This is an optimization exercise on Yosys and OpenROAD, whose aim is small area, a short achievable clock period and few clock cycles per item, not a production implementation.
In this exercise RTL edits were held to simulation tests only and were not proved equivalent to the original.

===== flow/design.v =====
module VITERBIDECODER (Reset, CLOCK, Active, Code, Ready, DecodeOut, DecodeValid);
input Reset, CLOCK, Active;
input [1:0] Code;
output Ready;
output DecodeOut;
output DecodeValid;
localparam W = 4;
localparam D = 24;
assign Ready = 1'b1;
reg vR, OutR, First;
reg [5:0] Count;
reg [3:0] Z, O, T, ZC, OC, TC;
reg [7:0] RM;
wire Cmp = |Count[5:3];
always @(posedge CLOCK or negedge Reset)
begin
if (~Reset) begin
  vR <= 0; OutR <= 0; Count <= 0;
end
else begin
  vR <= Active;
  OutR <= Active & Count[5];   
  if (Active & ~Count[5]) Count <= Count + 1;
end
end
genvar e;
generate
for (e = 0; e < 4; e = e + 1) begin : bm
  wire [1:0] x = Code ^ e[1:0];
  always @(posedge CLOCK)
  begin
    Z[e] <= ~x[1] & ~x[0];
    O[e] <= x[1] ^ x[0];
    T[e] <= x[1] & x[0];
    ZC[e] <= Active & Cmp & ~x[1] & ~x[0];
    OC[e] <= Active & Cmp & (x[1] ^ x[0]);
    TC[e] <= Active & Cmp & x[1] & x[0];
  end
  always @(posedge CLOCK)
  begin
    RM[2*e] <= Count >= 8 - 2*e;
    RM[2*e+1] <= Count >= 7 - 2*e;
  end
end
endgenerate
always @(posedge CLOCK) First <= Count == 0;
reg [W*256-1:0] PM;
reg [D*256-1:0] RE;
reg Inv;
wire Hold = ~vR;
always @(posedge CLOCK) if (Hold) Inv <= ~Inv;
wire [255:0] ZF;
wire Dl = ~(|ZF) & ~First;
genvar t;
generate
for (t = 0; t < 256; t = t + 1) begin : zf
  localparam integer TZ = (t == 0) ? 8 : (t % 2) ? 0 : (t % 4) ? 1 : (t % 8) ? 2 :
                          (t % 16) ? 3 : (t % 32) ? 4 : (t % 64) ? 5 : (t % 128) ? 6 : 7;
  wire reach;
  if (TZ == 8) begin : s0
    assign reach = 1'b1;
  end else begin : sn
    assign reach = RM[TZ];
  end
  assign ZF[t] = reach & (PM[W*t +: W] == 0);
end
endgenerate
wire [3:0] AA [0:3];
wire [3:0] AB [0:3];
generate
for (e = 0; e < 4; e = e + 1) begin : bmd
  assign AA[e] = {2'b00, T[e], O[e]} - {3'b000, Dl};
  assign AB[e] = {2'b00, Z[e], O[e]} - {3'b000, Dl};
end
endgenerate
genvar u, j;
generate
for (u = 0; u < 128; u = u + 1) begin : bf
  localparam [8:0] R = {1'b0, u[6:0], 1'b0};
  localparam [1:0] E = {^(R & 9'b110101111), ^(R & 9'b100011101)};
  wire [W-1:0] p, q;
  if (u == 0) begin : u0
    assign p = First ? {W{1'b0}} : PM[0 +: W];
  end else begin : un
    assign p = PM[W*(2*u) +: W];
  end
  assign q = PM[W*(2*u+1) +: W];
  wire c1 = p[0] | ~q[0];
  wire c2 = p[1] & ~q[1] | (p[1] | ~q[1]) & c1;
  wire c3 = p[2] & ~q[2] | (p[2] | ~q[2]) & c2;
  wire c4 = p[3] & ~q[3] | (p[3] | ~q[3]) & c3;
  wire [4:1] x = {~c4, (p[3:1] ^ ~q[3:1]) ^ {c3, c2, c1}};
  wire ge_0 = ~x[4];                      
  wire ge_p2 = ~(x[4] ^ (x[3:1] == 0));   
  wire ge_m2 = ~(x[4] ^ (&x[3:1]));       
  wire s0 = ZC[E] & ge_p2 | OC[E] & ge_0 | TC[E] & ge_m2;
  wire s1 = ZC[E] & ge_m2 | OC[E] & ge_0 | TC[E] & ge_p2;
  wire [W-1:0] n0 = (s0 ? q : p) + (s0 ? AB[E] : AA[E]);
  wire [W-1:0] n1 = (s1 ? q : p) + (s1 ? AA[E] : AB[E]);
  always @(posedge CLOCK)
  if (vR) begin
    PM[W*u +: W] <= n0; PM[W*(u+128) +: W] <= n1;
  end
  wire b0 = ~(s0 | Hold), b1 = ~(s1 | Hold);
  for (j = 0; j < D; j = j + 1) begin : rb
    wire r0, r1;
    if (j == 0) begin : newbit
      SEL3N x0 (.c1(s0), .a(Inv), .c0(b0), .b(~Inv), .h(Hold), .q(RE[D*u]), .y(r0));
      SEL3N x1 (.c1(s1), .a(Inv), .c0(b1), .b(~Inv), .h(Hold), .q(RE[D*(u+128)]), .y(r1));
    end else begin : older
      SEL3N x0 (.c1(s0), .a(RE[D*(2*u+1)+j-1]), .c0(b0), .b(RE[D*(2*u)+j-1]), .h(Hold), .q(RE[D*u+j]), .y(r0));
      SEL3N x1 (.c1(s1), .a(RE[D*(2*u+1)+j-1]), .c0(b1), .b(RE[D*(2*u)+j-1]), .h(Hold), .q(RE[D*(u+128)+j]), .y(r1));
    end
    always @(posedge CLOCK)
    begin
      RE[D*u+j] <= r0; RE[D*(u+128)+j] <= r1;
    end
  end
end
endgenerate
wire [2*512-1:0] TR;
reg [2*32-1:0] P1;
genvar n;
generate
for (n = 0; n < 256; n = n + 1) begin : leaf
  assign TR[2*(256+n) +: 2] = {PM[W*n +: W] == {{(W-1){1'b0}}, Dl}, RE[D*n+D-1]};
end
for (n = 1; n < 256; n = n + 1) begin : nd
  wire [1:0] a, b;
  if (n >= 16 && n < 32) begin : fromp1
    assign a = P1[2*(2*n-32) +: 2];
    assign b = P1[2*(2*n+1-32) +: 2];
  end else begin : fromwire
    assign a = TR[2*(2*n) +: 2];
    assign b = TR[2*(2*n+1) +: 2];
  end
  wire takeb = (n >= 64) ? b[1] : ~a[1];
  assign TR[2*n +: 2] = {a[1] | b[1], takeb ? b[0] : a[0]};
end
endgenerate
always @(posedge CLOCK) P1 <= TR[2*32 +: 2*32];
reg DecodeOut, DecodeValid, V1, InvP1;
always @(posedge CLOCK) InvP1 <= Inv;
always @(posedge CLOCK) DecodeOut <= TR[2] ^ ~InvP1;   
always @(posedge CLOCK or negedge Reset)
begin
if (~Reset) begin
  V1 <= 0; DecodeValid <= 0;
end
else begin
  V1 <= OutR;
  DecodeValid <= V1;
end
end
endmodule
module SEL3N (c1, a, c0, b, h, q, y);
input c1, a, c0, b, h, q;
output y;
assign y = ~((c1 & a) | (c0 & b) | (h & q));
endmodule

===== flow/flow/run.sh =====
#!/bin/bash
# Own layout flow: the standard flow (standard.sh: unchanged synthesis,
# floorplan, power grid and steps), with
#  - the resizer's setup repair aimed at a 14.3 ns margin on the 20 ns clock,
#    so that it keeps shortening paths that already meet the clock,
#  - the ports buffered with buf_4,
#  - clock tree synthesis with larger sink clusters and no dummy loads.
# Floorplan runs first without the margin (its pre-placement repair cannot
# use it). Each make run's whole output goes to its own log in the work
# folder; ORFS keeps each step's log under orfs/logs/.
set -euo pipefail
bash standard.sh floorplan > flow_make_floorplan.log 2>&1
bash standard.sh \
  SETUP_SLACK_MARGIN=14.3 \
  "BUFFER_PORTS_ARGS=-buffer_cell sky130_fd_sc_hd__buf_4" \
  "CTS_ARGS=-sink_clustering_enable -repair_clock_nets -dont_use_dummy_load -sink_clustering_size 25 -sink_clustering_max_diameter 80" \
  finish > flow_make_finish.log 2>&1

===== flow/standard.sh =====
#!/bin/bash
# synth_recipe.tcl (not shown) runs the flow's synth.tcl, then flattens the netlist and writes it again
# the make line also repeats each setting of config.mk as NAME=value (left out here)
make -C /OpenROAD-flow-scripts/flow DESIGN_CONFIG=/design/flow/config.mk WORK_HOME=/design/flow/orfs CLKGATE_MAP_FILE= SYNTH_SCRIPT=/design/flow/synth_recipe.tcl "${@:-finish}"

===== flow/config.mk =====
export PLATFORM = sky130hd
export DESIGN_NAME = VITERBIDECODER
export DESIGN_NICKNAME = VITERBIDECODER
export VERILOG_FILES = /design/flow/design.v
export SDC_FILE = /design/flow/constraint.sdc
export NUM_CORES = 8
export LEC_CHECK = 0
export CAP_MARGIN = 20
export CORE_MARGIN = 2
export CORE_UTILIZATION = 40
export PLACE_DENSITY = 0.5
export SLEW_MARGIN = 20
export SYNTH_HIERARCHICAL = 1

===== flow/constraint.sdc =====
create_clock -name core_clock -period 20.0 [get_ports {CLOCK}]
set_input_delay 4.0000 -clock core_clock [delete_from_list [all_inputs] [get_ports {CLOCK}]]
set_output_delay 4.0000 -clock core_clock [all_outputs]
set_load 0.01 [all_outputs]

==> impl_results.md, run 1 <==
* DR iter-0 viols at 89200
* Vias/cell at 7.89
* Port bufs at 6
* Post-synth EDFFs at 1025
* RePlAce Congestion at 1.08
* Top post-synthesis cells by area: dfxtp_1, a222oi_1, edfxtp_1
* Final slew viol count at 0
* Die Ht at 860 um
* Die W at 860 um
* DP Worst Slack at 10730 ps
* Area leader, netlist: dfxtp_1
* Worst stage delay on the critical path at 800 ps
* Final setup viols at 0
* Worst-path clk slew at 80 ps
* Clock buffer depth at 4
* DR WL met2 at 748 mm
* Final WL at 1920 mm
* Gr usage total at 49.4%
* Status: no timing/DRC/antenna violations
* Crit. End Element: flip-flop
* # hold bufs at CTS at 0
* Most common cell after layout, fill and taps aside: a222oi_1
* Grt ovf at 0
* Antenna-violating nets left at 0
* Metal3 WL at 283 mm
* Count of unique library cells instantiated by Yosys at 85
* Global-route wire length before repair at 2440 mm
* CP Cell Sequence: nor3_2, nand3b_1, nand4_1, nor4_4, buf_8, nand3_4, buf_4, buf_4, buf_16, o21ai_0, a21oi_1, nand3b_1, a2111o_1
* Min-delay worst type: reg2reg
* CTS tree: built
* Num rows at 314
* Crit-path max FO at 76
* Fin crit period at 6040 ps
* Initial Utilization at 40.1%
* Die ar. at 740000 sq um
* Ys flop type: dfxtp_1
* Max-slew headroom at 4.46%
* DRC Markers at 0
* FF+latch count, synth at 7265
* Worst Path Arrival at 6980 ps
* Warnings, synthesis at 7
* Critical Path Source Type: flip-flop
* Final net count at 25400
* First-pass DRT Iterations at 22
* Yosys top cell area share at 42.5%
* Largest net degree at the start of global routing at 183
* Clk Tree Root Cell: clkbuf_16
* Worst slew pin tran at 1430 ps
* Fin Clk Skew at 183 ps
* FMAX at 0.166 GHz
* WS Path Type: reg2reg
* Area growth from synthesis to layout at 12.0%
* Layout cell share with drive strength beyond 1 at 12.1%
* Setup_tns at 0 ps
* Worst Path Required at 20940 ps
* Register area share after synthesis at 53.1%
* Crit share post-route at 30.2%
* Netlist Area Pre-Place at 293000 sq um
* Crit path buffers/inverters at 4
* Ys async rst share at 0.138%
* TritonCTS Buffers at 452
* Delay-heaviest family, CP: simple AND/OR/NAND/NOR gates
* DP HPWL at 1460 mm
* Gate Count Post-Synth at 22900
* Most frequent cells in the layout: a222oi_1, dfxtp_1, inv_1, edfxtp_1, buf_4
* DR vias at 266000
* Core ar. at 731000 sq um
* Clk Latency, worst-skew pair at 1240 ps
* Vias in the first global route at 236000
* Hold Vio Cnt, Final at 0
* PnR worst setup slack at 13960 ps
* DRT met1 WL at 661 mm
* Slowest-stage cell, CP: nand3b_1
* Wire length per cell at 56.8 um
* RSZ-0062 raised after global routing: yes
* Antenna violations before repair at 231
* Max-cap viol count at 0
* Net Count, Synth at 24400
* Clock sink count at 7265
* Top layer in use: met5
* Utilization after layout at 44.9%
* Top Ports at 8
* H-Tree Depth at 5
* Post-Syn Area per Cell at 12.8 sq um
-- modules after synthesis, one instance, submodules excluded --
module          area, sq um  flops+latches  cells inside
VITERBIDECODER       232000           7265         16800
SEL3N                  10.0              0             1
-- cell type report --
| class | count | area [sq um] |
|---|---|---|
| repair inverters | 1 | 8.76 |
| inverters | 1403 | 5350 |
| repair buffers | 1142 | 10100 |
| multi-input cells | 13700 | 133000 |
| clock buffers | 452 | 11300 |
| well taps | 9638 | 12100 |
| diodes | 165 | 413 |
| fillers | 67200 | 402000 |
| flip-flops and latches | 7265 | 156000 |
-- flip-flops by register name (all words and copies together), names as in the netlist --
| signal | count |
|---|---|
| TC | 2 |
| ZC | 2 |
| RE | 6144 |
| DecodeOut | 1 |
| RM | 8 |
| O | 2 |
| V1 | 1 |
| InvP1 | 1 |
| Z | 2 |
| Count | 6 |
| T | 2 |
| DecodeValid | 1 |
| OutR | 1 |
| OC | 2 |
| First | 1 |
| PM | 1024 |
| Inv | 1 |
| P1 | 63 |
| vR | 1 |
-- what timing repair did --
item                       in CTS  in global routing
pin swaps                      31                 11
gates resized for setup       226                 44
gates cloned                   15                  1
buffers inserted               65                 27
setup endpoints to repair    2309               1087
-- cell usage after synthesis (459+ instances only) --
library cell / n
nand2_1: 681
mux2_2: 643
dfxtp_1: 6230
a222oi_1: 6400
edfxtp_1: 1025
ha_1: 785
xnor2_1: 962
inv_1: 1401
mux2i_1: 598
nor2_1: 459
clkbuf_1: 510
fa_1: 640
-- per-stage QoR --
| stage | instances | area (sq um) | hold slack, ps |
|---|---|---|---|
| after floorplan | 22900 | 293000 | 331 |
| after global placement | 33000 | 313000 | 343 |
| after detailed placement | 33000 | 314000 | 349 |
| after CTS | 33600 | 327000 | 373 |
| after global routing | 33600 | 328000 | 389 |
| final | 33800 | 328000 | 370 |
-- per-layer routing --
layer,vias to the layer above,track usage [%]
met2,23100,67.4
li1,102000,-
met1,136000,59.4
met3,4730,19.0
met4,60,45.5
met5,-,0.00640
-- worst paths after layout --
kind / depth (start not counted) / end / startpoint / slack (ps)
max: 13 / P1[39]$_DFF_P_ / PM[129]$_DFFE_PP_ / 13960
min: 0 / DecodeValid$_DFF_PN0_ / V1$_DFF_PN0_ / 370
max reg2reg: 13 / P1[39]$_DFF_P_ / PM[129]$_DFFE_PP_ / 13960
min reg2reg: 0 / DecodeValid$_DFF_PN0_ / V1$_DFF_PN0_ / 370
max in group asynchronous: 1 / vR$_DFF_PN0_ / Reset / 16820
min in group asynchronous: 1 / OutR$_DFF_PN0_ / Reset / 2820
-- cell families after synthesis --
group	Yosys count	synth area share [%]
flops	7265	53.1
other cells	1	0.00128
mux	1251	4.55
buf+inv	1978	2.59
xor+xnor	1126	3.36
compound gates	7851	25.3
fa+ha+maj	1425	7.72
simple gates	2041	3.37
Testbench counts, summed over its fixed seeds: cycles 5,144, items 4,864.
==> run 2: changes to the inputs <==
--- a/flow/design.v
+++ b/flow/design.v
@@ -51,4 +51,13 @@
 always @(posedge CLOCK) if (Hold) Inv <= ~Inv;
-wire [255:0] ZF;
-wire Dl = ~(|ZF) & ~First;
+wire [255:0] ZF, OF;
+wire AnyZ = |ZF;
+wire AnyO = |OF;
+wire [1:0] Mu = AnyZ ? 2'd0 : AnyO ? 2'd1 : 2'd2;
+reg [1:0] MR, DR;
+reg vR1;
+wire [1:0] Dn = First ? 2'd0 : vR1 ? MR - DR : MR;
+always @(posedge CLOCK)
+begin
+  MR <= Mu; DR <= Dn; vR1 <= vR;
+end
 genvar t;
@@ -64,11 +73,26 @@
   end
-  assign ZF[t] = reach & (PM[W*t +: W] == 0);
-end
-endgenerate
-wire [3:0] AA [0:3];
-wire [3:0] AB [0:3];
+  wire [W-1:0] v = PM[W*t +: W];
+  if (t == 0) begin : first
+    assign ZF[t] = First | (v == 0);
+    assign OF[t] = ~First & (v == 1);
+  end else begin : other
+    assign ZF[t] = reach & (v == 0);
+    assign OF[t] = reach & (v == 1);
+  end
+end
+endgenerate
+wire [3:0] FLIP, E1A, E1B, SA, SB, G0, G1;
 generate
 for (e = 0; e < 4; e = e + 1) begin : bmd
-  assign AA[e] = {2'b00, T[e], O[e]} - {3'b000, Dl};
-  assign AB[e] = {2'b00, Z[e], O[e]} - {3'b000, Dl};
+  wire [2:0] dA = {1'b0, T[e], O[e]};
+  wire [2:0] dB = {1'b0, Z[e], O[e]};
+  wire [2:0] eA = dA - {1'b0, Dn};
+  wire [2:0] eB = dB - {1'b0, Dn};
+  assign FLIP[e] = eA[0];
+  assign E1A[e] = eA[1];
+  assign E1B[e] = eB[1];
+  assign SA[e] = eA[2];
+  assign SB[e] = eB[2];
+  assign G0[e] = OC[e] | TC[e];
+  assign G1[e] = ZC[e] | OC[e];
 end
@@ -87,2 +111,4 @@
   assign q = PM[W*(2*u+1) +: W];
+  wire s0, s1, b0, b1;
+  wire [W-1:0] n0, n1;
   wire c1 = p[0] | ~q[0];
@@ -91,10 +117,15 @@
   wire c4 = p[3] & ~q[3] | (p[3] | ~q[3]) & c3;
-  wire [4:1] x = {~c4, (p[3:1] ^ ~q[3:1]) ^ {c3, c2, c1}};
-  wire ge_0 = ~x[4];                      
-  wire ge_p2 = ~(x[4] ^ (x[3:1] == 0));   
-  wire ge_m2 = ~(x[4] ^ (&x[3:1]));       
-  wire s0 = ZC[E] & ge_p2 | OC[E] & ge_0 | TC[E] & ge_m2;
-  wire s1 = ZC[E] & ge_m2 | OC[E] & ge_0 | TC[E] & ge_p2;
-  wire [W-1:0] n0 = (s0 ? q : p) + (s0 ? AB[E] : AA[E]);
-  wire [W-1:0] n1 = (s1 ? q : p) + (s1 ? AA[E] : AB[E]);
+  wire [3:1] x = (p[3:1] ^ ~q[3:1]) ^ {c3, c2, c1};
+  wire tt = c4 & (|x);
+  wire a3 = &x;
+  assign s0 = ZC[E] & tt | G0[E] & c4 | TC[E] & a3;
+  assign s1 = G1[E] & c4 | ZC[E] & a3 | TC[E] & tt;
+  assign b0 = ~(s0 | Hold);
+  assign b1 = ~(s1 | Hold);
+  wire [3:0] m0 = s0 ? q : p;
+  wire [3:0] m1 = s1 ? q : p;
+  wire e0 = s0 ? E1B[E] : E1A[E], g0 = s0 ? SB[E] : SA[E];
+  wire e1 = s1 ? E1A[E] : E1B[E], g1 = s1 ? SA[E] : SB[E];
+  assign n0 = m0 + {g0, g0, e0, FLIP[E]};
+  assign n1 = m1 + {g1, g1, e1, FLIP[E]};
   always @(posedge CLOCK)
@@ -103,3 +134,2 @@
   end
-  wire b0 = ~(s0 | Hold), b1 = ~(s1 | Hold);
   for (j = 0; j < D; j = j + 1) begin : rb
@@ -121,3 +151,4 @@
 wire [2*512-1:0] TR;
-reg [2*32-1:0] P1;
+reg [2*64-1:0] P1;
+reg [2*8-1:0] P2;
 genvar n;
@@ -125,3 +156,3 @@
 for (n = 0; n < 256; n = n + 1) begin : leaf
-  assign TR[2*(256+n) +: 2] = {PM[W*n +: W] == {{(W-1){1'b0}}, Dl}, RE[D*n+D-1]};
+  assign TR[2*(256+n) +: 2] = {PM[W*n +: W] == {{(W-2){1'b0}}, Mu}, RE[D*n+D-1]};
 end
@@ -129,5 +160,8 @@
   wire [1:0] a, b;
-  if (n >= 16 && n < 32) begin : fromp1
-    assign a = P1[2*(2*n-32) +: 2];
-    assign b = P1[2*(2*n+1-32) +: 2];
+  if (n >= 32 && n < 64) begin : fromp1
+    assign a = P1[2*(2*n-64) +: 2];
+    assign b = P1[2*(2*n+1-64) +: 2];
+  end else if (n >= 4 && n < 8) begin : fromp2
+    assign a = P2[2*(2*n-8) +: 2];
+    assign b = P2[2*(2*n+1-8) +: 2];
   end else begin : fromwire
@@ -140,6 +174,13 @@
 endgenerate
-always @(posedge CLOCK) P1 <= TR[2*32 +: 2*32];
-reg DecodeOut, DecodeValid, V1, InvP1;
-always @(posedge CLOCK) InvP1 <= Inv;
-always @(posedge CLOCK) DecodeOut <= TR[2] ^ ~InvP1;   
+always @(posedge CLOCK)
+begin
+  P1 <= TR[2*64 +: 2*64];
+  P2 <= TR[2*8 +: 2*8];
+end
+reg DecodeOut, DecodeValid, V1, V2, InvP1, InvP2;
+always @(posedge CLOCK)
+begin
+  InvP1 <= Inv; InvP2 <= InvP1;
+end
+always @(posedge CLOCK) DecodeOut <= TR[2] ^ ~InvP2;   
 always @(posedge CLOCK or negedge Reset)
@@ -147,9 +188,9 @@
 if (~Reset) begin
-  V1 <= 0; DecodeValid <= 0;
+  V1 <= 0; V2 <= 0;
 end
 else begin
-  V1 <= OutR;
-  DecodeValid <= V1;
-end
-end
+  V1 <= OutR; V2 <= V1;
+end
+end
+always @(posedge CLOCK) DecodeValid <= V2;
 endmodule
--- a/flow/flow/run.sh
+++ b/flow/flow/run.sh
@@ -1,5 +1,5 @@
 #!/bin/bash
-# Own layout flow: the standard flow (standard.sh: unchanged synthesis,
-# floorplan, power grid and steps), with
-#  - the resizer's setup repair aimed at a 14.3 ns margin on the 20 ns clock,
+# Own layout flow: the standard flow (standard.sh: its synthesis,
+# floorplan, power grid and steps, all unchanged) with
+#  - the resizer's setup repair aimed at a 14.5 ns margin on the 20 ns clock,
 #    so that it keeps shortening paths that already meet the clock,
@@ -13,3 +13,3 @@
 bash standard.sh \
-  SETUP_SLACK_MARGIN=14.3 \
+  SETUP_SLACK_MARGIN=14.5 \
   "BUFFER_PORTS_ARGS=-buffer_cell sky130_fd_sc_hd__buf_4" \
--- a/flow/config.mk
+++ b/flow/config.mk
@@ -7,3 +7,5 @@
 export LEC_CHECK = 0
-export CAP_MARGIN = 20
+export CAP_MARGIN = 35
+export CELL_PAD_IN_SITES_DETAIL_PLACEMENT = 1
+export CELL_PAD_IN_SITES_GLOBAL_PLACEMENT = 1
 export CORE_MARGIN = 2
@@ -11,3 +13,3 @@
 export PLACE_DENSITY = 0.5
-export SLEW_MARGIN = 20
+export SLEW_MARGIN = 35
 export SYNTH_HIERARCHICAL = 1
==> impl_results.md, run 2 <==
* Worst slew pin tran at 1190 ps (-242 ps)
* Min-delay worst type: reg2reg
* FF+latch count, synth at 7351 (+1.2%)
* Final net count at 28000 (+10%)
* Grt ovf at 0 (unchanged)
* Critical Path Source Type: flip-flop
* Largest reg by FF count: RE
* DP HPWL at 1640 mm (+13%)
* Clock buffer depth at 4 (unchanged)
* Layout cell share with drive strength beyond 1 at 10.7% (-1.3 points)
* Die ar. at 763000 sq um (+3.1%)
* Register area share after synthesis at 52.1% (-1.0 points)
* Most common cell in the netlist: dfxtp_1
* DRC Markers at 0 (unchanged)
* Final setup viols at 0 (unchanged)
* Num rows at 319 (+1.6%)
* Worst Path Required at 21040 ps (+100 ps)
* Gr usage total at 52.3% (+2.9 points)
* Crit. End Element: flip-flop
* Fin Clk Skew at 157 ps (-26.1 ps)
* Vias/cell at 8.11 (+2.7%)
* DR vias at 299000 (+12%)
* Most frequent cells in the layout: dfxtp_1, a222oi_1, inv_1, nand2_1, edfxtp_1
* Max-slew headroom at 20.0% (+16 points)
* Most common cell after layout, fill and taps aside: dfxtp_1
* Post-Syn Area per Cell at 11.9 sq um (-6.7%)
* Slowest-stage cell, CP: nor4_1
* Clock sink count at 7351 (+1.2%)
* Gate Count Post-Synth at 25400 (+11%)
* Setup_tns at 0 ps (unchanged)
* Net Count, Synth at 26800 (+9.9%)
* Vias in the first global route at 262000 (+11%)
* FMAX at 0.167 GHz (+1.1%)
* Top post-synthesis cells by area: dfxtp_1, a222oi_1, edfxtp_1
* Post-synth EDFFs at 1025 (unchanged)
* Die Ht at 873 um (+1.5%)
* Max reg flops at 6144 (unchanged)
* Worst-path clk slew at 80 ps (about the same)
* Ys async rst share at 0.136% (-0.0016 points)
* DR iter-0 viols at 90900 (+1.9%)
* RSZ-0062 raised after global routing: yes
* Worst stage delay on the critical path at 870 ps (+70 ps)
* H-Tree Depth at 5 (unchanged)
* Area growth from synthesis to layout at 12.3%
* Worst Path Arrival at 7010 ps (+30 ps)
* Core ar. at 754000 sq um (+3.2%)
* TritonCTS Buffers at 450 (-0.44%)
* Post-synth top cells: dfxtp_1, a222oi_1, inv_1
* Final WL at 2110 mm (+9.9%)
* Top Ports at 8 (unchanged)
* Clk Latency, worst-skew pair at 1200 ps (-40 ps)
* Most used cell, CP: buf_4
* RePlAce Congestion at 1.09 (+1.0%)
* Clk Tree Root Cell: clkbuf_16
* Count of unique library cells instantiated by Yosys at 92 (+8.2%)
* WS Path Type: reg2reg
* Hold Vio Cnt, Final at 0 (unchanged)
* Die W at 873 um (+1.5%)
* Final slew viol count at 0 (unchanged)
* Max-cap viol count at 0 (unchanged)
* Yosys top cell area share at 41.8% (-0.72 points)
* Fillers at 78600 (+17%)
* Warnings, synthesis at 7 (unchanged)
* Initial Utilization at 40.1% (about the same)
* Ys flop type: dfxtp_1
* Antenna-violating nets left at 0 (unchanged)
* Port bufs at 6 (unchanged)
* Global-route wire length before repair at 2670 mm (+9.4%)
* Status: no timing/DRC/antenna violations
* Area leader, netlist: dfxtp_1
* Netlist Area Pre-Place at 302000 sq um (+3.1%)
* Largest registers: RE (6144), PM (1024), P1 (127)
* Largest net degree at the start of global routing at 205 (+12%)
* CTS tree: built
* Crit-path max FO at 27 (-64%)
* CP Cell Sequence: nor4b_2, buf_4, nor4_1, nand4_1, nor3_1, a41oi_1, nor4_4, buf_6, nand2_8, inv_1, buf_4, nand3_1, a211oi_1, or3_1
* Crit share post-route at 29.9% (-0.34 points)
* Fin crit period at 5970 ps (-67.8 ps)
* First-pass DRT Iterations at 17 (-23%)
* # hold bufs at CTS at 0 (unchanged)
* Wire length per cell at 57.2 um (+0.71%)
* Antenna violations before repair at 433 (+87%)
## run 2: changes by cell type after synthesis, moves of 153 or more
cell	delta
o21ai_0	+526
nor2_1	+524
inv_1	+451
nand2_1	+445
a21oi_1	+402
mux2_2	-257
a222oi_1	-256
xnor2_1	-255
nor4b_1	+242
clkbuf_1	-187
a211oi_1	+164
nor2b_1	+153
## run 2: final timing paths
kind | from | end | slack (ps) | cells past startpoint
worst max-delay path | PM[268]$_DFFE_PP_ | P1[91]$_DFF_P_ | 14030 | 14
worst min-delay path | OutR$_DFF_PN0_ | V1$_DFF_PN0_ | 330 | 0
worst max register to register | PM[268]$_DFFE_PP_ | P1[91]$_DFF_P_ | 14030 | 14
worst min register to register | OutR$_DFF_PN0_ | V1$_DFF_PN0_ | 330 | 0
max in group asynchronous | Reset | OutR$_DFF_PN0_ | 17160 | 1
min in group asynchronous | Reset | vR$_DFF_PN0_ | 2680 | 1
## run 2: final cells by class
cell class | count | area, sq um | area share, %
antenna | 340 | 851 | 0.251
clock buffer | 450 | 11300 | 3.32
inverter | 1856 | 7050 | 2.07
multi-input combinational | 15700 | 140000 | 41.2
sequential | 7351 | 158000 | 46.4
tap | 9951 | 12500 | 3.67
timing repair buffer | 1190 | 10500 | 3.09
## run 2: modules after synthesis, one instance, submodules excluded
module | cells | flops+latches | copies in the design
VITERBIDECODER | 19200 | 7351 | 1
SEL3N | 1 | 0 | 6144
## run 2: worst max-delay path: cells and delay by family (launching register included)
| family | cells | cell delay, ps |
|---|---|---|
| DFF | 1 | 470 |
| and+or+nand+nor | 8 | 2840 |
| AOI/OAI and AO/OA | 2 | 1010 |
| buffers and inverters | 4 | 1420 |
## run 2: timing repair
item	in CTS	in global routing
setup buffers	22	18
cloned	6	3
pin swaps	12	10
setup endpoints to repair	940	773
resized for setup	117	74
## run 2: cells by family (layout without fill, tap and decap cells)
group | Yosys count | after routing | share of synthesized area (%)
AO/OA/AOI/OAI | 8923 | 8924 | 26.0
AND/OR/NAND/NOR | 3705 | 3707 | 6.21
adder cells (fa/ha/maj) | 1426 | 1426 | 7.51
other | 1 | 341 | 0.00124
buffers and inverters | 2296 | 3496 | 2.89
flip-flops | 7351 | 7351 | 52.1
XOR/XNOR | 776 | 776 | 2.25
multiplexers | 882 | 882 | 3.08
## run 2: metal layers
metal  vias to the layer above  GRT usage (%)  routed length (um)
li1                     111000              -                   -
met1                    155000           66.2              780000
met2                     27400           68.7              786000
met3                      5030           31.0              390000
met4                       234           26.7              147000
met5                         -           4.90                6900
## run 2: stage by stage
| step | cell area [sq um] | worst slack [ps] | util [%] | hold WS [ps] | instances |
|---|---|---|---|---|---|
| floorplan | 302000 | 622 | - | 310 | 25400 |
| global placement | 324000 | 10630 | 42.9 | 312 | 35900 |
| detailed placement | 326000 | 12860 | 43.2 | 319 | 36000 |
| CTS | 338000 | 14290 | 44.8 | 334 | 36500 |
| global route | 339000 | 14320 | 44.9 | 347 | 36600 |
| finish | 340000 | 14030 | 45.0 | 330 | 36900 |
Testbench counts of run 2, summed over its fixed seeds: cycles 5,152, items 4,864.
==> run 3: changes to the inputs <==
--- a/flow/design.v
+++ b/flow/design.v
@@ -113,19 +113,5 @@
   wire [W-1:0] n0, n1;
-  wire c1 = p[0] | ~q[0];
-  wire c2 = p[1] & ~q[1] | (p[1] | ~q[1]) & c1;
-  wire c3 = p[2] & ~q[2] | (p[2] | ~q[2]) & c2;
-  wire c4 = p[3] & ~q[3] | (p[3] | ~q[3]) & c3;
-  wire [3:1] x = (p[3:1] ^ ~q[3:1]) ^ {c3, c2, c1};
-  wire tt = c4 & (|x);
-  wire a3 = &x;
-  assign s0 = ZC[E] & tt | G0[E] & c4 | TC[E] & a3;
-  assign s1 = G1[E] & c4 | ZC[E] & a3 | TC[E] & tt;
-  assign b0 = ~(s0 | Hold);
-  assign b1 = ~(s1 | Hold);
-  wire [3:0] m0 = s0 ? q : p;
-  wire [3:0] m1 = s1 ? q : p;
-  wire e0 = s0 ? E1B[E] : E1A[E], g0 = s0 ? SB[E] : SA[E];
-  wire e1 = s1 ? E1A[E] : E1B[E], g1 = s1 ? SA[E] : SB[E];
-  assign n0 = m0 + {g0, g0, e0, FLIP[E]};
-  assign n1 = m1 + {g1, g1, e1, FLIP[E]};
+  BFLY acs (.p(p), .q(q), .Kz(ZC[E]), .Kt(TC[E]), .G0(G0[E]), .G1(G1[E]), .FLIP(FLIP[E]),
+            .E1A(E1A[E]), .E1B(E1B[E]), .SA(SA[E]), .SB(SB[E]), .Hold(Hold),
+            .s0(s0), .s1(s1), .b0(b0), .b1(b1), .n0(n0), .n1(n1));
   always @(posedge CLOCK)
@@ -196,2 +182,25 @@
 endmodule
+module BFLY (p, q, Kz, Kt, G0, G1, FLIP, E1A, E1B, SA, SB, Hold, s0, s1, b0, b1, n0, n1);
+input [3:0] p, q;
+input Kz, Kt, G0, G1, FLIP, E1A, E1B, SA, SB, Hold;
+output s0, s1, b0, b1;
+output [3:0] n0, n1;
+wire c1 = p[0] | ~q[0];
+wire c2 = p[1] & ~q[1] | (p[1] | ~q[1]) & c1;
+wire c3 = p[2] & ~q[2] | (p[2] | ~q[2]) & c2;
+wire c4 = p[3] & ~q[3] | (p[3] | ~q[3]) & c3;
+wire [3:1] x = (p[3:1] ^ ~q[3:1]) ^ {c3, c2, c1};
+wire t = c4 & (|x);    
+wire a3 = &x;          
+assign s0 = Kz & t | G0 & c4 | Kt & a3;
+assign s1 = G1 & c4 | Kz & a3 | Kt & t;
+assign b0 = ~(s0 | Hold);
+assign b1 = ~(s1 | Hold);
+wire [3:0] m0 = s0 ? q : p;
+wire [3:0] m1 = s1 ? q : p;
+wire e0 = s0 ? E1B : E1A, g0 = s0 ? SB : SA;
+wire e1 = s1 ? E1A : E1B, g1 = s1 ? SA : SB;
+assign n0 = m0 + {g0, g0, e0, FLIP};
+assign n1 = m1 + {g1, g1, e1, FLIP};
+endmodule
 module SEL3N (c1, a, c0, b, h, q, y);
--- a/flow/flow/run.sh
+++ b/flow/flow/run.sh
@@ -1,4 +1,6 @@
 #!/bin/bash
-# Own layout flow: the standard flow (standard.sh: its synthesis,
-# floorplan, power grid and steps, all unchanged) with
+# Own layout flow: the standard flow (standard.sh: its floorplan, power
+# grid and steps) with
+#  - synthesis by synth_hand.tcl: the standard synthesis with the
+#    add-compare-select module BFLY mapped by hand (bfly_cells.v),
 #  - the resizer's setup repair aimed at a 14.5 ns margin on the 20 ns clock,
@@ -11,4 +13,6 @@
 set -euo pipefail
-bash standard.sh floorplan > flow_make_floorplan.log 2>&1
-bash standard.sh \
+W=$(pwd)
+sed "s#@FLOW@#$W/flow#g" flow/synth_hand.tcl > synth_hand.tcl
+bash standard.sh "SYNTH_SCRIPT=$W/synth_hand.tcl" floorplan > flow_make_floorplan.log 2>&1
+bash standard.sh "SYNTH_SCRIPT=$W/synth_hand.tcl" \
   SETUP_SLACK_MARGIN=14.5 \
==> flow/flow/bfly_cells.v (new file) <==
// BFLY mapped by hand to sky130_fd_sc_hd cells (same function as BFLY in
// rtl/decoder.v); the own flow's synthesis puts it in place of Yosys's mapping.
module BFLY (p, q, Kz, Kt, G0, G1, FLIP, E1A, E1B, SA, SB, Hold, s0, s1, b0, b1, n0, n1);
input [3:0] p, q;
input Kz, Kt, G0, G1, FLIP, E1A, E1B, SA, SB, Hold;
output s0, s1, b0, b1;
output [3:0] n0, n1;
wire nq1, nq2, nq3, c1, c2, c3, c4, x1, x2, x3, z3, a3, t, sn0, sn1;
// x = p - q: carries of p + ~q + 1
sky130_fd_sc_hd__inv_1 iq1 (.A(q[1]), .Y(nq1));
sky130_fd_sc_hd__inv_1 iq2 (.A(q[2]), .Y(nq2));
sky130_fd_sc_hd__inv_1 iq3 (.A(q[3]), .Y(nq3));
sky130_fd_sc_hd__nand2b_1 cc1 (.A_N(p[0]), .B(q[0]), .Y(c1));
sky130_fd_sc_hd__fa_1 cx1 (.A(p[1]), .B(nq1), .CIN(c1), .COUT(c2), .SUM(x1));
sky130_fd_sc_hd__fa_1 cx2 (.A(p[2]), .B(nq2), .CIN(c2), .COUT(c3), .SUM(x2));
sky130_fd_sc_hd__fa_1 cx3 (.A(p[3]), .B(nq3), .CIN(c3), .COUT(c4), .SUM(x3));
sky130_fd_sc_hd__nor3_1 fz (.A(x1), .B(x2), .C(x3), .Y(z3));
sky130_fd_sc_hd__and3_1 fa3 (.A(x1), .B(x2), .C(x3), .X(a3));
sky130_fd_sc_hd__nor2b_1 ft (.A(z3), .B_N(c4), .Y(t));
sky130_fd_sc_hd__a222oi_1 ss0 (.A1(Kz), .A2(t), .B1(G0), .B2(c4), .C1(Kt), .C2(a3), .Y(sn0));
sky130_fd_sc_hd__a222oi_1 ss1 (.A1(G1), .A2(c4), .B1(Kz), .B2(a3), .C1(Kt), .C2(t), .Y(sn1));
// state {0,u}
wire [3:0] m0; wire e0, g0, k01, k02, k03, h0;
sky130_fd_sc_hd__inv_1 is0 (.A(sn0), .Y(s0));
sky130_fd_sc_hd__nor2b_1 ib0 (.A(Hold), .B_N(sn0), .Y(b0));
sky130_fd_sc_hd__a22o_1 mm00 (.A1(sn0), .A2(p[0]), .B1(s0), .B2(q[0]), .X(m0[0]));
sky130_fd_sc_hd__a22o_1 mm01 (.A1(sn0), .A2(p[1]), .B1(s0), .B2(q[1]), .X(m0[1]));
sky130_fd_sc_hd__a22o_1 mm02 (.A1(sn0), .A2(p[2]), .B1(s0), .B2(q[2]), .X(m0[2]));
sky130_fd_sc_hd__a22o_1 mm03 (.A1(sn0), .A2(p[3]), .B1(s0), .B2(q[3]), .X(m0[3]));
sky130_fd_sc_hd__a22o_1 me0 (.A1(sn0), .A2(E1A), .B1(s0), .B2(E1B), .X(e0));
sky130_fd_sc_hd__a22o_1 mg0 (.A1(sn0), .A2(SA), .B1(s0), .B2(SB), .X(g0));
sky130_fd_sc_hd__ha_1 ad00 (.A(m0[0]), .B(FLIP), .COUT(k01), .SUM(n0[0]));
sky130_fd_sc_hd__fa_1 ad01 (.A(m0[1]), .B(e0), .CIN(k01), .COUT(k02), .SUM(n0[1]));
sky130_fd_sc_hd__fa_1 ad02 (.A(m0[2]), .B(g0), .CIN(k02), .COUT(k03), .SUM(n0[2]));
sky130_fd_sc_hd__xor2_1 ad03a (.A(m0[3]), .B(g0), .X(h0));
sky130_fd_sc_hd__xor2_1 ad03b (.A(h0), .B(k03), .X(n0[3]));
// state {1,u}
wire [3:0] m1; wire e1, g1, k11, k12, k13, h1;
sky130_fd_sc_hd__inv_1 is1 (.A(sn1), .Y(s1));
sky130_fd_sc_hd__nor2b_1 ib1 (.A(Hold), .B_N(sn1), .Y(b1));
sky130_fd_sc_hd__a22o_1 mm10 (.A1(sn1), .A2(p[0]), .B1(s1), .B2(q[0]), .X(m1[0]));
sky130_fd_sc_hd__a22o_1 mm11 (.A1(sn1), .A2(p[1]), .B1(s1), .B2(q[1]), .X(m1[1]));
sky130_fd_sc_hd__a22o_1 mm12 (.A1(sn1), .A2(p[2]), .B1(s1), .B2(q[2]), .X(m1[2]));
sky130_fd_sc_hd__a22o_1 mm13 (.A1(sn1), .A2(p[3]), .B1(s1), .B2(q[3]), .X(m1[3]));
sky130_fd_sc_hd__a22o_1 me1 (.A1(sn1), .A2(E1B), .B1(s1), .B2(E1A), .X(e1));
sky130_fd_sc_hd__a22o_1 mg1 (.A1(sn1), .A2(SB), .B1(s1), .B2(SA), .X(g1));
sky130_fd_sc_hd__ha_1 ad10 (.A(m1[0]), .B(FLIP), .COUT(k11), .SUM(n1[0]));
sky130_fd_sc_hd__fa_1 ad11 (.A(m1[1]), .B(e1), .CIN(k11), .COUT(k12), .SUM(n1[1]));
sky130_fd_sc_hd__fa_1 ad12 (.A(m1[2]), .B(g1), .CIN(k12), .COUT(k13), .SUM(n1[2]));
sky130_fd_sc_hd__xor2_1 ad13a (.A(m1[3]), .B(g1), .X(h1));
sky130_fd_sc_hd__xor2_1 ad13b (.A(h1), .B(k13), .X(n1[3]));
endmodule
==> flow/flow/synth_hand.tcl (new file) <==
# The standard synthesis (synth_recipe.tcl), with one change: the cells Yosys
# mapped module BFLY to are replaced by the hand mapping in bfly_cells.v
# (the same function, checked equal with a SAT proof). BFLY holds no
# register, so the registers are the standard synthesis's.
proc synth {args} { yosys synth -nofsm -noshare {*}$args }
source $::env(SCRIPTS_DIR)/synth.tcl
yosys delete BFLY
yosys read_verilog @FLOW@/bfly_cells.v
yosys hierarchy -check -top $::env(DESIGN_NAME)
# left out here: clear keep_hierarchy, flatten, clean up, hide names made inside functions, write 1_2_yosys.v
--- a/flow/config.mk
+++ b/flow/config.mk
@@ -7,3 +7,3 @@
 export LEC_CHECK = 0
-export CAP_MARGIN = 35
+export CAP_MARGIN = 20
 export CELL_PAD_IN_SITES_DETAIL_PLACEMENT = 1
@@ -13,3 +13,3 @@
 export PLACE_DENSITY = 0.5
-export SLEW_MARGIN = 35
+export SLEW_MARGIN = 20
 export SYNTH_HIERARCHICAL = 1
==> impl_results.md, run 3 <==
* FF-to-FF End: P1[80]$_DFF_P_
* RSZ-0062 raised after global routing: yes
* DP HPWL at 1480 mm (-9.9%)
* Num rows at 309 (-3.1%)
* Initial Utilization at 40.2% (+0.063 points)
* Warnings, synthesis at 7 (unchanged)
* First-pass DRT Iterations at 17 (unchanged)
* Max-slew headroom at 5.31% (-15 points)
* Core ar. at 709000 sq um (-6.0%)
* Crit. End Element: flip-flop
* Global-route wire length before repair at 2450 mm (-8.0%)
* Layout cell share with drive strength beyond 1 at 10.6% (-0.11 points)
* Die ar. at 718000 sq um (-5.8%)
* Netlist Area Pre-Place at 285000 sq um (-5.9%)
* DR vias at 267000 (-10%)
* DR iter-0 viols at 83700 (-8.0%)
* Reg2reg start: PM[876]$_DFFE_PP_
* DP Cell Count at 31400 (-13%)
* Fin crit period at 5800 ps (-177 ps)
* Worst Path Arrival at 6770 ps (-240 ps)
* Port bufs at 6 (unchanged)
* RePlAce Congestion at 1.06 (-2.5%)
* DRC Markers at 0 (unchanged)
* Die W at 847 um (-3.0%)
* Die Ht at 847 um (-3.0%)
* H-Tree Depth at 5 (unchanged)
* Top Ports at 8 (unchanged)
* Crit path capture: P1[80]$_DFF_P_
* Critical Path Source Type: flip-flop
* Clock buffer depth at 4 (unchanged)
* Most common cell after layout, fill and taps aside: a222oi_1
* Final slew viol count at 0 (unchanged)
* Min-delay src: V2$_DFF_PN0_
* Setup crit start: PM[876]$_DFFE_PP_
* Largest reg by FF count: RE
* Status: no timing/DRC/antenna violations
* Max-cap viol count at 0 (unchanged)
* Net Count, Synth at 22100 (-17%)
* Final non-filler cell total at 32100 (-13%)
* Worst-path clk slew at 70 ps (about the same)
* Gate Count Post-Synth at 20900 (-17%)
* Max reg flops at 6144 (unchanged)
* Clk Latency, worst-skew pair at 1230 ps (+30 ps)
* TritonCTS Buffers at 452 (+0.44%)
* # hold bufs at CTS at 0 (unchanged)
* Hold Vio Cnt, Final at 0 (unchanged)
* FMAX at 0.173 GHz (+3.0%)
* Worst Path Required at 20970 ps (-70 ps)
* Antenna violations before repair at 241 (-44%)
* Cell depth of the worst flop-to-flop path at 12 (-2)
* Grt ovf at 0 (unchanged)
* Crit-path max FO at 50 (+85%)
* Worst slew pin tran at 1420 ps (+229 ps)
* WS Path Type: reg2reg
* Fin Clk Skew at 175 ps (+18.2 ps)
* Final setup viols at 0 (unchanged)
* Clk Tree Root Cell: clkbuf_16
* Vias/cell at 8.32 (+2.7%)
* Gr usage total at 50.9% (-1.4 points)
* Setup_tns at 0 ps (unchanged)
* Antenna-violating nets left at 0 (unchanged)
* Vias in the first global route at 241000 (-8.2%)
* Post-Syn Area per Cell at 13.6 sq um (+14%)
* Min-delay worst type: reg2reg
* Largest registers: RE (6144), PM (1024), P1 (127)
* Largest net degree at the start of global routing at 231 (+13%)
* Clock sink count at 7351 (unchanged)
* Wire length per cell at 59.5 um (+4.0%)
* Final net count at 23700 (-15%)
* CTS tree: built
* Area growth from synthesis to layout at 12.5%
* Final WL at 1910 mm (-9.3%)
* Most frequent cells in the layout: a222oi_1, dfxtp_1, a22o_1, buf_4, edfxtp_1
* Crit share post-route at 29.0% (-0.88 points)
run 3: repair_timing:
action,CTS,global route
buffers inserted,50,59
resized for setup,114,29
setup endpoints to repair,964,1148
cloned,6,0
endpoints found under the hold margin,0,0
pin swaps,37,25
run 3: worst min path at each step:
stage                                      to  slack, ps  cells past startpoint
after global routing      DecodeValid$_DFF_P_        360                      0
after detailed placement  DecodeValid$_DFF_P_        330                      0
after CTS                 DecodeValid$_DFF_P_        360                      0
final                     DecodeValid$_DFF_P_        350                      0
after global placement          InvP2$_DFF_P_        310                      0
after floorplan                 InvP2$_DFF_P_        310                      0
run 3: final cells by class:
class,instances,area (sq um)
Multi-Input combinational cell,12700,126000
Clock buffer,452,11300
Tap cell,9485,11900
Timing Repair Buffer,1210,9780
Sequential cell,7351,158000
Fill cell,71500,388000
Inverter,738,2840
Antenna cell,174,435
run 3: critical path, stage by stage, from the launching register on:
cell and delay [ps]:
edfxtp_1 800, nor4_2 310, nor4_1 660, nand4_1 350, or3_1 440, o41ai_4 390, buf_4 190, nand3_4 390
buf_4 540, nand2_1 160, o211ai_1 510, mux2i_2 630, a221oi_1 170
run 3: routing by layer:
| layer | global-route usage, % | vias up | part of all wire (%) |
|---|---|---|---|
| met5 | 0.0727 | - | 0.014 |
| met4 | 54.0 | 38 | 13 |
| met3 | 12.2 | 4940 | 13 |
| met2 | 71.0 | 23500 | 40 |
| met1 | 61.8 | 139000 | 34 |
| li1 | - | 100000 | - |
run 3: per-stage QoR:
stage,hold WS [ps],setup slack (ps),util (%),cell area (sq um)
floorplan,310,-171520,-,285000
global placement,314,10570,43.2,306000
detailed placement,333,12580,43.3,307000
CTS,357,14400,45.0,319000
global route,360,14430,45.1,320000
finish,354,14200,45.2,320000
Testbench counts of run 3, summed over its fixed seeds: cycles 5,152, items 4,864.
==> run 4: changes to the inputs <==
--- a/flow/design.v
+++ b/flow/design.v
@@ -137,4 +137,3 @@
 wire [2*512-1:0] TR;
-reg [2*64-1:0] P1;
-reg [2*8-1:0] P2;
+reg [2*32-1:0] P1;
 genvar n;
@@ -146,8 +145,5 @@
   wire [1:0] a, b;
-  if (n >= 32 && n < 64) begin : fromp1
-    assign a = P1[2*(2*n-64) +: 2];
-    assign b = P1[2*(2*n+1-64) +: 2];
-  end else if (n >= 4 && n < 8) begin : fromp2
-    assign a = P2[2*(2*n-8) +: 2];
-    assign b = P2[2*(2*n+1-8) +: 2];
+  if (n >= 16 && n < 32) begin : fromp1
+    assign a = P1[2*(2*n-32) +: 2];
+    assign b = P1[2*(2*n+1-32) +: 2];
   end else begin : fromwire
@@ -160,23 +156,12 @@
 endgenerate
-always @(posedge CLOCK)
-begin
-  P1 <= TR[2*64 +: 2*64];
-  P2 <= TR[2*8 +: 2*8];
-end
-reg DecodeOut, DecodeValid, V1, V2, InvP1, InvP2;
-always @(posedge CLOCK)
-begin
-  InvP1 <= Inv; InvP2 <= InvP1;
-end
-always @(posedge CLOCK) DecodeOut <= TR[2] ^ ~InvP2;   
+always @(posedge CLOCK) P1 <= TR[2*32 +: 2*32];
+reg DecodeOut, DecodeValid, V1, InvP1;
+always @(posedge CLOCK) InvP1 <= Inv;
+always @(posedge CLOCK) DecodeOut <= TR[2] ^ ~InvP1;   
 always @(posedge CLOCK or negedge Reset)
 begin
-if (~Reset) begin
-  V1 <= 0; V2 <= 0;
+if (~Reset) V1 <= 0;
+else V1 <= OutR;
 end
-else begin
-  V1 <= OutR; V2 <= V1;
-end
-end
-always @(posedge CLOCK) DecodeValid <= V2;
+always @(posedge CLOCK) DecodeValid <= V1;
 endmodule
--- a/flow/flow/run.sh
+++ b/flow/flow/run.sh
@@ -5,3 +5,3 @@
 #    add-compare-select module BFLY mapped by hand (bfly_cells.v),
-#  - the resizer's setup repair aimed at a 14.5 ns margin on the 20 ns clock,
+#  - the resizer's setup repair aimed at a 14.4 ns margin on the 20 ns clock,
 #    so that it keeps shortening paths that already meet the clock,
@@ -17,3 +17,3 @@
 bash standard.sh "SYNTH_SCRIPT=$W/synth_hand.tcl" \
-  SETUP_SLACK_MARGIN=14.5 \
+  SETUP_SLACK_MARGIN=14.4 \
   "BUFFER_PORTS_ARGS=-buffer_cell sky130_fd_sc_hd__buf_4" \
==> impl_results.md, run 4 <==
* Final WL at 1970 mm (+2.7%)
* Largest reg by FF count: RE
* Die ar. at 718000 sq um (about the same)
* Grt ovf at 0 (unchanged)
* Crit-path max FO at 2 (-96%)
* Min-delay worst type: reg2reg
* Fillers at 71800 (+0.35%)
* DRC Markers at 0 (unchanged)
* Max reg flops at 6144 (unchanged)
* Crit. End Element: flip-flop
* Antenna-violating nets left at 0 (unchanged)
* DR vias at 273000 (+1.9%)
* Die Ht at 847 um (about the same)
* Clock sink count at 7270 (-1.1%)
* Crit share post-route at 31.0% (+2.0 points)
* Clk Latency, worst-skew pair at 1230 ps (about the same)
* Vias in the first global route at 245000 (+1.6%)
* Final slew viol count at 0 (unchanged)
* Final setup viols at 0 (unchanged)
* H-Tree Depth at 5 (unchanged)
* Gr usage total at 52.3% (+1.4 points)
* Status: no timing/DRC/antenna violations
* FMAX at 0.161 GHz (-6.5%)
* RSZ-0062 raised after global routing: yes
* Fin Clk Skew at 203 ps (+27.7 ps)
* Net Count, Synth at 22300 (+1.0%)
* Global-route wire length before repair at 2510 mm (+2.5%)
* Worst-path clk slew at 90 ps (+20 ps)
* Worst slew pin tran at 1460 ps (+37.9 ps)
* Clk Tree Root Cell: clkbuf_16
* Hold Vio Cnt, Final at 0 (unchanged)
* Initial Utilization at 40.2% (about the same)
* Area growth from synthesis to layout at 12.5% (about the same)
* Warnings, synthesis at 7 (unchanged)
* Worst Path Arrival at 7340 ps (+570 ps)
* PnR worst setup slack at 13800 ps (-402 ps)
* DR iter-0 viols at 86200 (+3.0%)
* DP HPWL at 1500 mm (+1.8%)
* Worst Path Required at 21140 ps (+170 ps)
* Final net count at 23900 (+0.92%)
* Gate Count Post-Synth at 21200 (+1.1%)
* Clock buffer depth at 4 (unchanged)
* Port bufs at 6 (unchanged)
* Netlist Area Pre-Place at 284000 sq um (about the same)
* Largest registers: RE (6144), PM (1024), P1 (63)
* DP Worst Slack at 12300 ps (-288 ps)
* Most common cell after layout, fill and taps aside: a222oi_1
* Wire length per cell at 60.7 um (+1.9%)
* Die W at 847 um (about the same)
* Post-Syn Area per Cell at 13.4 sq um (-1.1%)
* Critical Path Source Type: flip-flop
* Num rows at 309 (unchanged)
* WS Path Type: reg2reg
* Max-cap viol count at 0 (unchanged)
* Largest net degree at the start of global routing at 241 (+4.3%)
* TritonCTS Buffers at 440 (-2.7%)
* RePlAce Congestion at 1.10 (+3.5%)
* Fin crit period at 6200 ps (+402 ps)
* Max-slew headroom at 2.78% (-2.5 points)
* Setup_tns at 0 ps (unchanged)
* Core ar. at 708000 sq um (about the same)
* Layout cell share with drive strength beyond 1 at 10.6% (-0.066 points)
* Antenna violations before repair at 256 (+6.2%)
* Most frequent cells in the layout: a222oi_1, dfxtp_1, a22o_1, buf_4, edfxtp_1
* First-pass DRT Iterations at 17 (unchanged)
* Top Ports at 8 (unchanged)
* Vias/cell at 8.41 (+1.1%)
* CTS tree: built
==> run 4: cell types whose count changed in the layout (fill, tap and decap cells not counted), sizes merged, moves of 41 or more <==
cell / change
nand3: -111
a211o: -82
a21boi: +62
dfxtp: -80
nand4: +46
nor4b: +88
nor4: -41
a221oi: -78
and2: -43
nor3: +75
inv: +71
mux2i: -47
==> run 4: area by class of cell <==
| type | count | area (sq um) | area share (%) |
|---|---|---|---|
| sequential | 7270 | 156000 | 48.7 |
| timing repair buffer | 1248 | 10100 | 3.15 |
| inverter | 819 | 3170 | 0.991 |
| clock buffer | 440 | 11000 | 3.44 |
| multi-input combinational | 12900 | 128000 | 39.9 |
| tap | 9485 | 11900 | 3.71 |
| antenna | 205 | 513 | 0.160 |
==> run 4: repair_timing <==
| item | 4_1_cts | 5_1_grt |
|---|---|---|
| hold endpoints to repair | 0 | 0 |
| setup endpoints to repair | 936 | 1018 |
| pin swaps | 26 | 31 |
| gates cloned | 4 | 0 |
| buffers inserted | 45 | 59 |
| hold buffers | 0 | 0 |
| gates resized for setup | 138 | 59 |
==> run 4: path summary, 6_finish.rpt <==
path | endpoint | start | depth (start not counted) | slack (ps)
min in group asynchronous | Count[0]$_DFFE_PN0P_ | Reset | 1 | 2670
worst max register to register | DecodeOut$_DFF_P_ | P1[59]$_DFF_P_ | 13 | 13800
max in group asynchronous | vR$_DFF_PN0_ | Reset | 1 | 17180
worst min-delay path | DecodeValid$_DFF_P_ | V1$_DFF_PN0_ | 0 | 350
worst min register to register | DecodeValid$_DFF_P_ | V1$_DFF_PN0_ | 0 | 350
worst max-delay path | DecodeOut$_DFF_P_ | P1[59]$_DFF_P_ | 13 | 13800
==> run 4: per-stage QoR <==
| stage | hold slack [ps] | instances | utilization, % | cell area, sq um |
|---|---|---|---|---|
| after detailed placement | 335 | 31600 | 43.3 | 307000 |
| after global placement | 338 | 31600 | 43.2 | 306000 |
| final | 353 | 32400 | 45.2 | 320000 |
| after CTS | 358 | 32100 | 45.0 | 319000 |
| after global routing | 373 | 32200 | 45.1 | 320000 |
| after floorplan | 324 | 21200 | - | 284000 |
==> run 4: layer usage <==
metal / global-route usage (%) / wire (um) / vias up
li1: - / - / 101000
met4: 55.3 / 265000 / 68
met3: 15.2 / 267000 / 5576
met1: 61.9 / 649000 / 141000
met5: 0.0463 / 647 / -
met2: 73.0 / 784000 / 25000
==> run 4: worst max-delay path: stages (launching register included) <==
cell	delay, ps
dfxtp_1	470
nor2b_1	450
a211oi_1	200
a211oi_1	830
o311ai_1	150
buf_4	200
a22oi_1	550
o21ai_0	390
a221o_1	550
mux2i_1	1020
a31oi_1	370
o41ai_4	390
buf_4	420
xor2_1	170
Testbench counts of run 4, summed over its fixed seeds: cycles 5,144, items 4,864.

==> what the ideal ports hide <==
No port has a modelled driver above. Below, the same layouts with a new extraction and two added sets of constraints.
Step 1: set_driving_cell puts a clkbuf_16 on CLOCK and a buf_2 on each other input, an assumption about the parent block.
Step 2, shift: input delay + t, output delay - t, t = (earliest + latest rising clock arrival at the registers) / 2. This alone moves slack from input paths to output paths.
Slacks: ideal ports / drivers / drivers and shift; pairs: ideal ports / drivers.
run	t (ns)	slack for setup (ns)	worst setup path at the end	worst register clock-pin slew, ns
run 1	1.307	13.960 / 13.960 / 13.960	register to register	0.11 / 0.11
run 2	1.292	14.028 / 14.028 / 14.028	register to register	0.11 / 0.11
run 3	1.304	14.205 / 14.205 / 14.205	register to register	0.11 / 0.11
run 4	1.305	13.802 / 13.802 / 13.802	register to register	0.11 / 0.11
After both steps every run listed still meets setup and hold.
